This is an optimization exercise on Yosys and OpenROAD, whose aim is small area, not a production implementation. At most, simulation tests tie the RTL to the original design; equivalence was not proved.

==> flow/design.v (excerpt) <==
module design_5 #(parameter width = 8, parameter cwidth = 4)(
  input [width-1:0] OPA, OPB,
  input CLK, RST, CE, MODE, CIN,
  input [1:0] INP_VALID,
  input [cwidth-1:0] CMD,
  output reg [2*width:0] RES,
  output OFLOW,
  output COUT,
  output G,
  output L,
  output E,
  output ERR
);
Size in the first run: about 510 cells after synthesis, roughly 40 flip-flops, roughly 50 I/O pins, ~0.0048 mm2 of cells after synthesis.
export LEC_CHECK = 0
export ABC_AREA = 1
export CAP_MARGIN = 20
export CORE_MARGIN = 2
export CORE_UTILIZATION = 40
export SLEW_MARGIN = 20
export SYNTH_HIERARCHICAL = 1
export SYNTH_MINIMUM_KEEP_SIZE = 0
create_clock -name core_clock -period 8.0 [get_ports {CLK}]
standard.sh (not shown) runs the stock make flow with config.mk's settings and CLKGATE_MAP_FILE= SYNTH_SCRIPT=/design/flow/synth_recipe.tcl, a recipe that flattens the netlist after the stock synthesis.
==> flow/flow/run.sh <==
#!/bin/bash
# Layout flow: the standard flow (standard.sh) with two changes:
#  - synthesis is the standard synthesis script (synth_recipe.tcl) with only
#    the ABC mapping script replaced by flow/area.abc (area-oriented mapping);
#  - the port buffers that placement inserts use sky130_fd_sc_hd__buf_1.
# Each tool's full output goes to a log file in this folder.
set -euo pipefail
W=$(pwd)
export MY_ABC_SCRIPT="$W/flow/area.abc"
{
  cat <<'TCL'
proc abc {args} {
  set i [lsearch -exact $args -script]
  if { $i >= 0 } { lset args [expr {$i + 1}] $::env(MY_ABC_SCRIPT) }
  yosys abc {*}$args
}
TCL
  cat "$W/synth_recipe.tcl"
} > "$W/own_synth.tcl"
bash "$W/standard.sh" finish "SYNTH_SCRIPT=$W/own_synth.tcl" \
  "BUFFER_PORTS_ARGS=-buffer_cell sky130_fd_sc_hd__buf_1" > "$W/flow_make.log" 2>&1
==> flow/flow/area.abc <==
&get -n
&st
&dc2
&dch -f
&nf -a
&put
topo
Then changed:
--- a/flow/design.v
+++ b/flow/design.v
@@ -11,17 +11,17 @@
   output E,
   output ERR
 );
   localparam [4:0] C_ZERO = 5'b00000;
   localparam [4:0] C_AND  = 5'b01000, C_NAND = 5'b00111, C_OR   = 5'b01110, C_NOR = 5'b00001;
   localparam [4:0] C_XOR  = 5'b00110, C_XNOR = 5'b01001, C_NOTA = 5'b00011, C_NOTB = 5'b00101;
   localparam [4:0] C_ADD  = 5'b10000, C_ADD1 = 5'b10001, C_SUB1 = 5'b10010, C_SUB  = 5'b10011;
-  localparam [4:0] C_SADD = 5'b10100, C_IMUL = 5'b10101, C_IDA  = 5'b10110, C_SSUB = 5'b10111;
-  localparam [4:0] C_IDB  = 5'b11001, C_SHB  = 5'b11010, C_CMP  = 5'b11011;
-  localparam [4:0] C_SMUL = 5'b11100, C_ROT  = 5'b11101, C_SHA  = 5'b11110;
+  localparam [4:0] C_SADD = 5'b10100, C_SSUB = 5'b10111, C_IDA  = 5'b10110, C_IDB  = 5'b10101;
+  localparam [4:0] C_IMUL = 5'b11000, C_SMUL = 5'b11001, C_SHB  = 5'b11010, C_CMP  = 5'b11011;
+  localparam [4:0] C_ROT  = 5'b11100, C_SHA  = 5'b11110;
   reg [4:0] code;
   always @* begin
     code = C_ZERO;
     case ({INP_VALID, MODE, CMD})
       7'b11_1_0000: code = C_ADD;
       7'b11_1_0001: code = C_SUB;
       7'b11_1_0010: code = CIN ? C_ADD1 : C_ADD;
@@ -78,39 +78,37 @@
     end
   end
   wire o_add  = op == C_ADD,  o_add1 = op == C_ADD1, o_sub  = op == C_SUB,  o_sub1 = op == C_SUB1;
   wire o_sadd = op == C_SADD, o_ssub = op == C_SSUB, o_ida  = op == C_IDA,  o_idb  = op == C_IDB;
   wire o_imul = op == C_IMUL, o_smul = op == C_SMUL, o_shb  = op == C_SHB,  o_cmp  = op == C_CMP;
   wire o_rot  = op == C_ROT,  o_sha  = op == C_SHA;
   wire fgrp   = ~op[4];
-  wire agrp  = op[4] & ~op[3];
   wire sgn   = o_sadd | o_ssub;
-  wire use_a = agrp;
-  wire use_b = (agrp & ~o_ida) | o_idb;
-  wire inv_b = (agrp & op[1] & ~o_ida) | (o_ida & B[0]);
+  wire use_a = o_add | o_add1 | o_sub | o_sub1 | sgn | o_ida | o_imul;
+  wire use_b = o_add | o_add1 | o_sub | o_sub1 | sgn | o_idb | o_imul;
+  wire inv_b = o_sub | o_sub1 | o_ssub | (o_ida & B[0]);
   wire ones_a = o_idb & A[0];
   wire mul   = o_imul | o_smul;
-  wire cin   = (agrp & op[0]) | (o_ida & ~B[0]) | (o_idb & ~A[0]);
+  wire cin   = o_add1 | o_sub | o_ssub | (o_ida & ~B[0]) | (o_idb & ~A[0]) | o_imul;
   wire rot   = o_rot;
   wire sa    = o_sha | rot;             
-  wire xa    = o_imul | (op[4] & op[3] & op[2]);
   wire shla  = o_sha & B[0], shra = o_sha & ~B[0];
   wire shlb  = o_shb & A[0], shrb = o_shb & ~A[0];
   wire shl   = shla | shlb;
   wire shr   = shra | shrb;
   wire [7:0] oh;
   genvar gj;
   generate for (gj = 0; gj < 8; gj = gj + 1) begin : g_oh
     if (gj == 1)      assign oh[gj] = (rot & (B[2:0] == gj)) | shla;
     else if (gj == 7) assign oh[gj] = (rot & (B[2:0] == gj)) | shra;
     else              assign oh[gj] = rot & (B[2:0] == gj);
   end endgenerate
   wire [8:0] U = ({sgn & A[7], A} & {9{use_a}}) | {9{ones_a}};
   wire [8:0] V = ({sgn & B[7], B} & {9{use_b}}) ^ {9{inv_b}};
-  wire [7:0] X = (A & {8{xa}}) | {shrb, 5'b0, shlb, 1'b0};
+  wire [7:0] X = (A & {8{mul | sa}}) | {shrb, 5'b0, shlb, 1'b0};
   wire [7:0] Y = (B & {8{mul | o_shb}}) | oh;
   wire [16:0] R;      
   wire c_split;
   wire r8 = R[8] ^ c_split;
   wire pp0_0 = X[0] & Y[0];
   wire pp0_1 = X[0] & Y[1];
   wire pp0_2 = X[0] & Y[2];
- non-clock buffer count came out lower by 4
- count of clock-buffer cells in the layout came out lower by 1
- critical path depth came out lower by 1
- sequential cell count is unchanged
- area after synthesis hardly moves
For the first run of this note, only the layout was checked, not whether the RTL still works.

afterwards: timing with drivers on the ports:
The flow's constraints put no driver on any port. The routed layouts listed below were extracted and timed again, unchanged, in two steps.
Step 1 assumes that a clkbuf_16 drives the clock port and a buf_2 every other input.
Step 2 times the ports against the registers' clock, not the clock port: input delays grow and output delays shrink by t, the midpoint of the rising clock arrivals with the driver on.
Three values: no drivers, after step 1, after step 2; two values: the first two.
run | shift t [ns] | slack for setup (ns) | latest minus earliest clock arrival (ns)
the first run | 0.315 | 0.437 / 0.437 / 0.437 | 0.005 / 0.005
the second run | 0.319 | 0.438 / 0.438 / 0.438 | 0.003 / 0.004
After both steps setup and hold are still met in every run listed.
